This design comes from an exercise in tuning for small area on the open sky130 flow, not from production work. RTL that was checked went through simulation tests only; none was proved equivalent to the original. Power is estimated from default activity; no workload was simulated. The clock port is modelled as an ideal driver; clocking choices that lean on that would not hold on a real chip.

==> run R <==
==> flow/design.v <==
module fsm_rdmux(
input  [511:0] mem,     
input  [127:0] rsel,    
input  [3:0]   rot,     
output [15:0]  n        
    );
    reg [3:0] rq [0:3];
    reg [15:0] nn;
    integer b, r, i;
    always @* begin
      for (b = 0; b < 4; b = b + 1) begin
        rq[b] = 4'd0;
        for (r = 0; r < 32; r = r + 1)
          rq[b] = rq[b] | ({4{rsel[b*32+r]}} & mem[(b*32+r)*4 +: 4]);
      end
      for (i = 0; i < 4; i = i + 1) begin
        nn[i*4 +: 4] = 4'd0;
        for (b = 0; b < 4; b = b + 1)
          nn[i*4 +: 4] = nn[i*4 +: 4] | ({4{rot[(b - i + 4) % 4]}} & rq[b]);
      end
    end
    assign n = nn;
endmodule
module fsm(
input clk,
input arst,
input [15:0]s_data,
input s_valid,
input s_last,
output s_ready,
input [7:0]s_keep,
output reg [15:0] m_data,
output m_valid,
output reg m_last,
input  m_ready,
output [7:0]m_keep,
input rd_en,
input [11:0]block_len,
output reg last
    );
    assign s_ready = m_ready;
    reg        rst_q;         
    reg  [2:0] wn;            
    reg  [6:0] wr_ptr;
    reg  [6:0] temp;          
    reg  [6:0] rd_ptr;
    reg  [7:0] cnt;           
    reg  [2:0] kq;            
    reg  [511:0] mem;         
    always @(posedge clk) rst_q <= ~arst;
    always @(posedge clk)
      if (rst_q) wn <= 3'd0;
      else if (s_valid & m_ready & (s_keep[7:5] == 3'd0) & (s_keep[1:0] == 2'd0) &
               ~(s_keep[4] & |s_keep[3:2]))
        wn <= s_keep[4:2];
    always @(posedge clk)
      wr_ptr <= (wn == 3'd0) ? 7'd0 : wr_ptr + {4'd0, wn};
    genvar b, r;
    generate
      for (b = 0; b < 4; b = b + 1) begin : g_wb
        localparam [1:0] B = b;
        wire [1:0] off = B - wr_ptr[1:0];           
        wire       ben = {1'b0, off} < wn;
        wire [4:0] row = wr_ptr[6:2] + {4'd0, (B < wr_ptr[1:0])};
        wire [3:0] d   = s_data[{off, 2'b00} +: 4];
        for (r = 0; r < 32; r = r + 1) begin : g_r
          always @(posedge clk)
            if (ben && row == r) mem[(b*32+r)*4 +: 4] <= d;
        end
      end
    endgenerate
    wire [127:0] rsel;
    generate
      for (b = 0; b < 4; b = b + 1) begin : g_rb
        localparam [1:0] B = b;
        wire [4:0] row = rd_ptr[6:2] + {4'd0, (B < rd_ptr[1:0])};
        assign rsel[b*32 +: 32] = 32'd1 << row;
      end
    endgenerate
    wire [3:0]  rot = 4'd1 << rd_ptr[1:0];
    wire [15:0] nx;
    fsm_rdmux u_rd (.mem(mem), .rsel(rsel), .rot(rot), .n(nx));
    wire [3:0] n0 = nx[3:0], n1 = nx[7:4], n2 = nx[11:8], n3 = nx[15:12];
    wire [7:0] diff = {1'b0, temp} - {1'b0, rd_ptr};
    wire pe   = diff[7:2] == 6'd0;                  
    wire [8:0] cdf = {1'b0, block_len[11:4]} - {1'b0, cnt};
    wire hieq = cdf == 9'd0;
    wire blk  = hieq & (block_len[1:0] == 2'd0) & (block_len[3:2] != 2'd0);
    wire lt   = (~cdf[8] & ~hieq) | (hieq & (block_len[3:0] != 4'd0));
    wire go   = rd_en & m_ready;
    wire adv  = go & (pe | blk | lt);
    wire [1:0] k  = pe ? diff[1:0] : blk ? block_len[3:2] : 2'd0;
    wire [2:0] nk = {k == 2'd0, k};
    always @(posedge clk) begin
      if (s_last) temp <= wr_ptr;
      if (adv & pe & (diff[1:0] != 2'd0)) temp <= 7'd0;
    end
    always @(posedge clk) begin
      if (adv) begin
        rd_ptr <= rd_ptr + {5'd0, k} + {4'd0, k == 2'd0, 2'd0};
        cnt    <= (pe | blk) ? 8'd0 : cnt + 8'd1;
      end else if (~arst) begin
        rd_ptr <= 7'd0;
        cnt    <= 8'd0;
      end
    end
    always @(posedge clk) begin
      if (~go) begin
        m_data <= 16'd0;
        kq     <= 3'd0;
        m_last <= 1'b0;
        last   <= 1'b0;
      end else if (adv) begin
        m_data <= {(k == 2'd0) ? n3 : 4'd0,
                   (k == 2'd0 || k == 2'd3) ? n2 : 4'd0,
                   (k != 2'd1) ? n1 : 4'd0,
                   n0};
        kq     <= nk;
        m_last <= pe;
        if (~pe) last <= blk;
      end
    end
    assign m_keep  = {3'd0, kq, 2'd0};
    assign m_valid = |kq;
endmodule
==> flow/flow/run.sh <==
#!/bin/bash
# Layout flow: the standard synthesis for reference, then the same synthesis with the read
# mux (module fsm_rdmux) mapped by hand to cells; if both give the same flip-flops the mapped
# netlist is laid out, else the standard one. The layout is ORFS's, with buf_1 port buffers
# and a clock tree without dummy loads.
set -euo pipefail
W=$PWD
R=$W/orfs/results/$FLOW_PLATFORM/fsm/base
export BUFFER_PORTS_ARGS="-buffer_cell sky130_fd_sc_hd__buf_1"
export CTS_ARGS="-sink_clustering_enable -repair_clock_nets -sink_clustering_size 30 -sink_clustering_max_diameter 100 -buf_list sky130_fd_sc_hd__clkbuf_16 -dont_use_dummy_load"

bash standard.sh synth > std_synth.log 2>&1
cp $R/1_2_yosys.v std_1_2_yosys.v

python3 flow/gen_rdmux.py rdmux_cells.v > gen.log 2>&1
python3 flow/swap.py design.v rdmux_cells.v design_mapped.v >> gen.log 2>&1
sed -e "s#WORK_HOME=[^ ]*#WORK_HOME=$W/orfs_map VERILOG_FILES=$W/design_mapped.v#" standard.sh > mapped.sh
bash mapped.sh synth > map_synth.log 2>&1
M=$W/orfs_map/results/$FLOW_PLATFORM/fsm/base
if python3 flow/regs.py std_1_2_yosys.v $M/1_2_yosys.v mapped_1_2_yosys.v > regs.log 2>&1; then
  echo "using the mapped netlist" >> regs.log
  cp mapped_1_2_yosys.v $R/1_2_yosys.v
  rm -f $R/1_synth.odb
else
  echo "flip-flops differ: using the standard netlist" >> regs.log
fi
bash standard.sh > layout.log 2>&1
==> flow/flow/gen_rdmux.py <==
#!/usr/bin/env python3
"""Writes module fsm_rdmux of rtl/fsm.v built from sky130_fd_sc_hd cells (argv[1]).

Per bank b and bit j: the 32 rows' (rsel, data) pairs go through ten a222oi and one a22oi
(active-low partial ORs); nand4/nand4/nand3 and an or3 give the bank's bit. The output
rotation is a one-hot 4:1 AND-OR (two a22oi and a nand2) per output bit.
"""
import sys

P = "sky130_fd_sc_hd__"
out = []
w = out.append
n = [0]


def inst(cell, pins):
    n[0] += 1
    w(f"  {P}{cell} c{n[0]} ({', '.join(f'.{k}({v})' for k, v in pins)});")


w("module fsm_rdmux(mem, rsel, rot, n);")
w("  input [511:0] mem;")
w("  input [127:0] rsel;")
w("  input [3:0] rot;")
w("  output [15:0] n;")
w("  wire [15:0] rq;")
for b in range(4):
    for j in range(4):
        pre = f"b{b}_{j}"
        ys = []
        pairs = [(f"rsel[{b*32+r}]", f"mem[{(b*32+r)*4+j}]") for r in range(32)]
        groups = [pairs[i:i + 3] for i in range(0, 30, 3)] + [pairs[30:32]]
        for g, grp in enumerate(groups):
            y = f"{pre}_y{g}"
            w(f"  wire {y};")
            ys.append(y)
            pins = []
            for (s, d), (a, c) in zip(grp, [("A1", "A2"), ("B1", "B2"), ("C1", "C2")]):
                pins += [(a, s), (c, d)]
            inst("a222oi_1" if len(grp) == 3 else "a22oi_1", pins + [("Y", y)])
        w(f"  wire {pre}_p0, {pre}_p1, {pre}_p2;")
        inst("nand4_1", [("A", ys[0]), ("B", ys[1]), ("C", ys[2]), ("D", ys[3]), ("Y", f"{pre}_p0")])
        inst("nand4_1", [("A", ys[4]), ("B", ys[5]), ("C", ys[6]), ("D", ys[7]), ("Y", f"{pre}_p1")])
        inst("nand3_1", [("A", ys[8]), ("B", ys[9]), ("C", ys[10]), ("Y", f"{pre}_p2")])
        inst("or3_1", [("A", f"{pre}_p0"), ("B", f"{pre}_p1"), ("C", f"{pre}_p2"), ("X", f"rq[{b*4+j}]")])
for i in range(4):
    for j in range(4):
        pre = f"o{i}_{j}"
        w(f"  wire {pre}_a, {pre}_b;")
        # output nibble i takes bank b when rot[(b - i) mod 4]
        t = [(f"rot[{(b - i) % 4}]", f"rq[{b*4+j}]") for b in range(4)]
        inst("a22oi_1", [("A1", t[0][0]), ("A2", t[0][1]), ("B1", t[1][0]), ("B2", t[1][1]), ("Y", f"{pre}_a")])
        inst("a22oi_1", [("A1", t[2][0]), ("A2", t[2][1]), ("B1", t[3][0]), ("B2", t[3][1]), ("Y", f"{pre}_b")])
        inst("nand2_1", [("A", f"{pre}_a"), ("B", f"{pre}_b"), ("Y", f"n[{i*4+j}]")])
w("endmodule")
open(sys.argv[1], "w").write("\n".join(out) + "\n")
==> flow/flow/regs.py <==
#!/usr/bin/env python3
"""regs.py STD MAPPED OUT: if netlist MAPPED has the same flip-flops as STD (same register
names, up to the Yosys cell-type suffix after '$', and the same cells), write MAPPED to OUT
with its flip-flop instances renamed to STD's names and exit 0; else exit 1."""
import re
import sys

PAT = re.compile(r"^(\s*)(sky130_fd_sc_hd__\w*(?:df|dl)\w*)(\s+)(\S+)(\s*\()", re.M)


def regs(text):
    d = {}
    for _, cell, _, name, _ in PAT.findall(text):
        base = name.split("$")[0]
        if base in d:
            sys.exit(f"regs.py: register {base} twice")
        d[base] = (name, cell)
    return d


std_text, map_text = open(sys.argv[1]).read(), open(sys.argv[2]).read()
a, b = regs(std_text), regs(map_text)
print(f"regs.py: {len(a)} and {len(b)} flip-flops")
if not a or a.keys() != b.keys() or any(a[k][1] != b[k][1] for k in a):
    sys.exit(1)
renamed = PAT.sub(lambda m: m.group(1) + m.group(2) + m.group(3) + a[m.group(4).split("$")[0]][0]
                  + m.group(5), map_text)
if regs(renamed) != a:
    sys.exit(1)
open(sys.argv[3], "w").write(renamed)
==> flow/flow/swap.py <==
#!/usr/bin/env python3
"""swap.py DESIGN CELLS OUT: copy DESIGN with module fsm_rdmux replaced by the one in CELLS."""
import re
import sys

design = open(sys.argv[1]).read()
m = re.search(r"^\s*module\s+fsm_rdmux\b.*?^\s*endmodule\b", design, re.S | re.M)
if not m:
    sys.exit("swap.py: module fsm_rdmux not found")
open(sys.argv[3], "w").write(design[:m.start()] + "\n" + open(sys.argv[2]).read() + design[m.end():])
==> flow/standard.sh <==
#!/bin/bash
# synth_recipe.tcl (not shown) runs the flow's synth.tcl, then flattens the netlist and writes it again
# the make line also repeats each setting of config.mk as NAME=value (left out here)
make -C /OpenROAD-flow-scripts/flow DESIGN_CONFIG=/design/flow/config.mk WORK_HOME=/design/flow/orfs CLKGATE_MAP_FILE= SYNTH_SCRIPT=/design/flow/synth_recipe.tcl "${@:-finish}"
==> flow/config.mk <==
export PLATFORM = sky130hd
export DESIGN_NAME = fsm
export DESIGN_NICKNAME = fsm
export VERILOG_FILES = /design/flow/design.v
export SDC_FILE = /design/flow/constraint.sdc
export NUM_CORES = 8
export LEC_CHECK = 0
export CAP_MARGIN = 20
export CORE_MARGIN = 2
export CORE_UTILIZATION = 60
export SLEW_MARGIN = 20
==> flow/constraint.sdc <==
create_clock -name core_clock -period 6.0 [get_ports {clk}]
set_input_delay 1.2000 -clock core_clock [delete_from_list [all_inputs] [get_ports {clk}]]
set_output_delay 1.2000 -clock core_clock [all_outputs]
set_load 0.01 [all_outputs]
==> inputs of run M, as changes to run R <==
--- a/flow/design.v
+++ b/flow/design.v
@@ -1,17 +1,19 @@
 module fsm_rdmux(
 input  [511:0] mem,     
-input  [127:0] rsel,    
+input  [31:0]  hb,      
+input  [15:0]  la,      
 input  [3:0]   rot,     
 output [15:0]  n        
     );
     reg [3:0] rq [0:3];
     reg [15:0] nn;
-    integer b, r, i;
+    integer b, h, l, i;
     always @* begin
       for (b = 0; b < 4; b = b + 1) begin
         rq[b] = 4'd0;
-        for (r = 0; r < 32; r = r + 1)
-          rq[b] = rq[b] | ({4{rsel[b*32+r]}} & mem[(b*32+r)*4 +: 4]);
+        for (h = 0; h < 8; h = h + 1)
+          for (l = 0; l < 4; l = l + 1)
+            rq[b] = rq[b] | ({4{hb[b*8+h] & la[b*4+l]}} & mem[(b*32+h*4+l)*4 +: 4]);
       end
       for (i = 0; i < 4; i = i + 1) begin
         nn[i*4 +: 4] = 4'd0;
@@ -69,17 +71,21 @@
         end
       end
     endgenerate
-    wire [127:0] rsel;
+    wire [31:0] hb;
+    wire [15:0] la;
     generate
       for (b = 0; b < 4; b = b + 1) begin : g_rb
         localparam [1:0] B = b;
-        wire [4:0] row = rd_ptr[6:2] + {4'd0, (B < rd_ptr[1:0])};
-        assign rsel[b*32 +: 32] = 32'd1 << row;
+        wire       inc = B < rd_ptr[1:0];
+        wire [1:0] l   = rd_ptr[3:2] + {1'b0, inc};
+        wire [2:0] h   = rd_ptr[6:4] + {2'd0, inc & (rd_ptr[3:2] == 2'd3)};
+        assign la[b*4 +: 4] = 4'd1 << l;
+        assign hb[b*8 +: 8] = 8'd1 << h;
       end
     endgenerate
     wire [3:0]  rot = 4'd1 << rd_ptr[1:0];
     wire [15:0] nx;
-    fsm_rdmux u_rd (.mem(mem), .rsel(rsel), .rot(rot), .n(nx));
+    fsm_rdmux u_rd (.mem(mem), .hb(hb), .la(la), .rot(rot), .n(nx));
     wire [3:0] n0 = nx[3:0], n1 = nx[7:4], n2 = nx[11:8], n3 = nx[15:12];
     wire [7:0] diff = {1'b0, temp} - {1'b0, rd_ptr};
     wire pe   = diff[7:2] == 6'd0;                  
==> flow/flow/gen_rdmux.py (replaced) <==
#!/usr/bin/env python3
"""Writes module fsm_rdmux of rtl/fsm.v built from sky130_fd_sc_hd cells (argv[1]).

Per bank b, bit j and low row bits l: the 8 rows 4h+l go through a222oi, a222oi and a22oi
under the one-hot hb lines, and a nand3 gives their OR; two a22oi and a nand2 pick one of
the four under the one-hot la lines. The output rotation is a one-hot 4:1 AND-OR (two a22oi
and a nand2) per output bit.
"""
import sys

P = "sky130_fd_sc_hd__"
out = []
w = out.append
n = [0]


def inst(cell, pins):
    n[0] += 1
    w(f"  {P}{cell} c{n[0]} ({', '.join(f'.{k}({v})' for k, v in pins)});")


def andor(pairs, y):
    """y = NOT OR of (s AND d) over 2 or 3 pairs."""
    pins = []
    for (s, d), (a, c) in zip(pairs, [("A1", "A2"), ("B1", "B2"), ("C1", "C2")]):
        pins += [(a, s), (c, d)]
    inst("a222oi_1" if len(pairs) == 3 else "a22oi_1", pins + [("Y", y)])


def mux4(sel, data, y, pre):
    """y = OR of sel[k] AND data[k], k < 4, for one-hot sel."""
    w(f"  wire {pre}_a, {pre}_b;")
    andor(list(zip(sel[:2], data[:2])), f"{pre}_a")
    andor(list(zip(sel[2:], data[2:])), f"{pre}_b")
    inst("nand2_1", [("A", f"{pre}_a"), ("B", f"{pre}_b"), ("Y", y)])


w("module fsm_rdmux(mem, hb, la, rot, n);")
w("  input [511:0] mem;")
w("  input [31:0] hb;")
w("  input [15:0] la;")
w("  input [3:0] rot;")
w("  output [15:0] n;")
w("  wire [15:0] rq;")
for b in range(4):
    for j in range(4):
        ys = []
        for l in range(4):
            pre = f"b{b}_{j}_{l}"
            pairs = [(f"hb[{b*8+h}]", f"mem[{(b*32+h*4+l)*4+j}]") for h in range(8)]
            w(f"  wire {pre}_z0, {pre}_z1, {pre}_z2, {pre}_y;")
            andor(pairs[0:3], f"{pre}_z0")
            andor(pairs[3:6], f"{pre}_z1")
            andor(pairs[6:8], f"{pre}_z2")
            inst("nand3_1", [("A", f"{pre}_z0"), ("B", f"{pre}_z1"), ("C", f"{pre}_z2"), ("Y", f"{pre}_y")])
            ys.append(f"{pre}_y")
        mux4([f"la[{b*4+l}]" for l in range(4)], ys, f"rq[{b*4+j}]", f"b{b}_{j}")
for i in range(4):
    for j in range(4):
        # output nibble i takes bank b when rot[(b - i) mod 4]
        mux4([f"rot[{(b - i) % 4}]" for b in range(4)], [f"rq[{b*4+j}]" for b in range(4)],
             f"n[{i*4+j}]", f"o{i}_{j}")
w("endmodule")
open(sys.argv[1], "w").write("\n".join(out) + "\n")
==> inputs of run P, as changes to run R <==
--- a/flow/design.v
+++ b/flow/design.v
@@ -1,17 +1,19 @@
 module fsm_rdmux(
 input  [511:0] mem,     
-input  [127:0] rsel,    
+input  [31:0]  hb,      
+input  [15:0]  la,      
 input  [3:0]   rot,     
 output [15:0]  n        
     );
     reg [3:0] rq [0:3];
     reg [15:0] nn;
-    integer b, r, i;
+    integer b, h, l, i;
     always @* begin
       for (b = 0; b < 4; b = b + 1) begin
         rq[b] = 4'd0;
-        for (r = 0; r < 32; r = r + 1)
-          rq[b] = rq[b] | ({4{rsel[b*32+r]}} & mem[(b*32+r)*4 +: 4]);
+        for (h = 0; h < 8; h = h + 1)
+          for (l = 0; l < 4; l = l + 1)
+            rq[b] = rq[b] | ({4{hb[b*8+h] & la[b*4+l]}} & mem[(b*32+h*4+l)*4 +: 4]);
       end
       for (i = 0; i < 4; i = i + 1) begin
         nn[i*4 +: 4] = 4'd0;
@@ -69,17 +71,21 @@
         end
       end
     endgenerate
-    wire [127:0] rsel;
+    wire [31:0] hb;
+    wire [15:0] la;
     generate
       for (b = 0; b < 4; b = b + 1) begin : g_rb
         localparam [1:0] B = b;
-        wire [4:0] row = rd_ptr[6:2] + {4'd0, (B < rd_ptr[1:0])};
-        assign rsel[b*32 +: 32] = 32'd1 << row;
+        wire       inc = B < rd_ptr[1:0];
+        wire [1:0] l   = rd_ptr[3:2] + {1'b0, inc};
+        wire [2:0] h   = rd_ptr[6:4] + {2'd0, inc & (rd_ptr[3:2] == 2'd3)};
+        assign la[b*4 +: 4] = 4'd1 << l;
+        assign hb[b*8 +: 8] = 8'd1 << h;
       end
     endgenerate
     wire [3:0]  rot = 4'd1 << rd_ptr[1:0];
     wire [15:0] nx;
-    fsm_rdmux u_rd (.mem(mem), .rsel(rsel), .rot(rot), .n(nx));
+    fsm_rdmux u_rd (.mem(mem), .hb(hb), .la(la), .rot(rot), .n(nx));
     wire [3:0] n0 = nx[3:0], n1 = nx[7:4], n2 = nx[11:8], n3 = nx[15:12];
     wire [7:0] diff = {1'b0, temp} - {1'b0, rd_ptr};
     wire pe   = diff[7:2] == 6'd0;                  
==> flow/flow/gen_rdmux.py (replaced) <==
#!/usr/bin/env python3
"""Writes module fsm_rdmux of rtl/fsm.v built from sky130_fd_sc_hd cells (argv[1]).

Per bank b, bit j and low row bits l: the 8 rows 4h+l go through a222oi, a222oi and a22oi
under the one-hot hb lines, and a nand3 gives their OR; two a22oi and a nand2 pick one of
the four under the one-hot la lines. The output rotation is a one-hot 4:1 AND-OR (two a22oi
and a nand2) per output bit.
"""
import sys

P = "sky130_fd_sc_hd__"
out = []
w = out.append
n = [0]


def inst(cell, pins):
    n[0] += 1
    w(f"  {P}{cell} c{n[0]} ({', '.join(f'.{k}({v})' for k, v in pins)});")


def andor(pairs, y):
    """y = NOT OR of (s AND d) over 2 or 3 pairs."""
    pins = []
    for (s, d), (a, c) in zip(pairs, [("A1", "A2"), ("B1", "B2"), ("C1", "C2")]):
        pins += [(a, s), (c, d)]
    inst("a222oi_1" if len(pairs) == 3 else "a22oi_1", pins + [("Y", y)])


def mux4(sel, data, y, pre):
    """y = OR of sel[k] AND data[k], k < 4, for one-hot sel."""
    w(f"  wire {pre}_a, {pre}_b;")
    andor(list(zip(sel[:2], data[:2])), f"{pre}_a")
    andor(list(zip(sel[2:], data[2:])), f"{pre}_b")
    inst("nand2_1", [("A", f"{pre}_a"), ("B", f"{pre}_b"), ("Y", y)])


w("module fsm_rdmux(mem, hb, la, rot, n);")
w("  input [511:0] mem;")
w("  input [31:0] hb;")
w("  input [15:0] la;")
w("  input [3:0] rot;")
w("  output [15:0] n;")
w("  wire [15:0] rq;")
for b in range(4):
    for j in range(4):
        ys = []
        for l in range(4):
            pre = f"b{b}_{j}_{l}"
            pairs = [(f"hb[{b*8+h}]", f"mem[{(b*32+h*4+l)*4+j}]") for h in range(8)]
            w(f"  wire {pre}_z0, {pre}_z1, {pre}_z2, {pre}_y;")
            andor(pairs[0:3], f"{pre}_z0")
            andor(pairs[3:6], f"{pre}_z1")
            andor(pairs[6:8], f"{pre}_z2")
            inst("nand3_1", [("A", f"{pre}_z0"), ("B", f"{pre}_z1"), ("C", f"{pre}_z2"), ("Y", f"{pre}_y")])
            ys.append(f"{pre}_y")
        mux4([f"la[{b*4+l}]" for l in range(4)], ys, f"rq[{b*4+j}]", f"b{b}_{j}")
for i in range(4):
    for j in range(4):
        # output nibble i takes bank b when rot[(b - i) mod 4]
        mux4([f"rot[{(b - i) % 4}]" for b in range(4)], [f"rq[{b*4+j}]" for b in range(4)],
             f"n[{i*4+j}]", f"o{i}_{j}")
w("endmodule")
open(sys.argv[1], "w").write("\n".join(out) + "\n")
--- a/flow/flow/regs.py
+++ b/flow/flow/regs.py
@@ -5,7 +5,7 @@
 import re
 import sys
 
-PAT = re.compile(r"^(\s*)(sky130_fd_sc_hd__\w*(?:df|dl)\w*)(\s+)(\S+)(\s*\()", re.M)
+PAT = re.compile(r"^(\s*)(sky130_fd_sc_hd__(?:s?e?df|dl[xr]|s?dlclkp)\w*)(\s+)(\S+)(\s*\()", re.M)
 
 
 def regs(text):
==> run_results.csv <==
group,metric,value,unit
worst_setup_path,r2r-end,"m_data[14]",
worst_setup_path,worstPathCellList,"and2_1 -> ha_1 -> ha_1 -> nor3_1 -> a31oi_1 -> nor2_1 -> a222oi_1 -> nand4_1 -> or3_1 -> a22oi_1 -> nand2_1 -> nand3_1 -> mux2i_1",
pwr,power.internal,5174,µW
worst_setup_path,cpPeakStageDelay,0.78,ns
run_status,status,"timing/DRC/antenna clean",
worst_setup_path,reg2reg_depth,13,
The numbers above come from run R.

==> run_results.csv <==
group,metric,value,unit
worst_setup_path,reg2reg_depth,15,
yosys,ys.warnings.count,3,
run_status,status,"timing/DRC/antenna clean",
worst_setup_path,r2r-end,"m_data[14]",
finish,largest_registers,"mem (512), m_data (16), cnt (8)",
worst_setup_path,worstPathCellList,"nand2_1 -> nor2b_1 -> ha_1 -> ha_1 -> xor2_1 -> nor2_1 -> buf_4 -> a222oi_1 -> nand3_1 -> a22oi_1 -> nand2_1 -> a22oi_1 -> nand2_1 -> nand3_1 -> mux2i_1",
timing,fmax,0.2419,GHz
detailed_routing,wl_met1,23.23,mm
pwr,power.internal,5225,µW
worst_setup_path,cpPeakStageDelay,0.77,ns
The numbers above come from run P.

==> run_results.csv <==
group,metric,value,unit
pwr,power.internal,5357,µW
worst_setup_path,r2r-end,"rd_ptr[6]",
worst_setup_path,worstPathCellList,"buf_4 -> inv_2 -> ha_1 -> nor3_1 -> a21oi_1 -> o31a_1 -> or3_1 -> and3_1 -> a21oi_1 -> ha_1 -> ha_1 -> nor2b_1 -> o21ai_0 -> or3_1 -> xnor2_1 -> nor2_1",
pwr,p_per_area,264.1,nW/µm²
clock_tree,cts.sinks,566,
global_routing,antenna_found_initial,1,
run_status,status,"timing/DRC/antenna clean",
worst_setup_path,cpPeakStageDelay,0.54,ns
timing,fmax,0.2008,GHz
worst_setup_path,reg2reg_depth,16,
The numbers above come from run M.

No functional check of the RTL was part of run M and run P.

==> static timing again, ports no longer ideal <==
How much do the figures lean on ideal ports? The routed layouts below were timed once more, with nothing changed but the port constraints.
Step 1 assumes that a clkbuf_16 drives the clock port and a buf_2 every other input.
Step 2 moves the port delays by t, midway between the first and last clock arrival at a register: inputs arrive t later, outputs are due t later. That takes back most of the time a late clock gives input paths.
Three values: ideal, step 1, step 2; two values: the first two.
run | t, ns | setup slack, ns | hold slack, ns | clock arrival spread, ns
run R | 0.614 | 1.355 / 1.355 / 1.062 | 0.462 / 0.462 / 0.462 | 0.028 / 0.028
run M | 0.641 | 1.021 / 1.021 / 0.844 | 0.479 / 0.479 / 0.479 | 0.036 / 0.035
run P | 0.615 | 1.866 / 1.866 / 1.457 | 0.464 / 0.464 / 0.464 | 0.043 / 0.043
After both steps every run listed still meets setup and hold. For run P, which loses most, drivers alone change the setup slack by 0.000 ns; drivers and shift together by -0.409 ns.
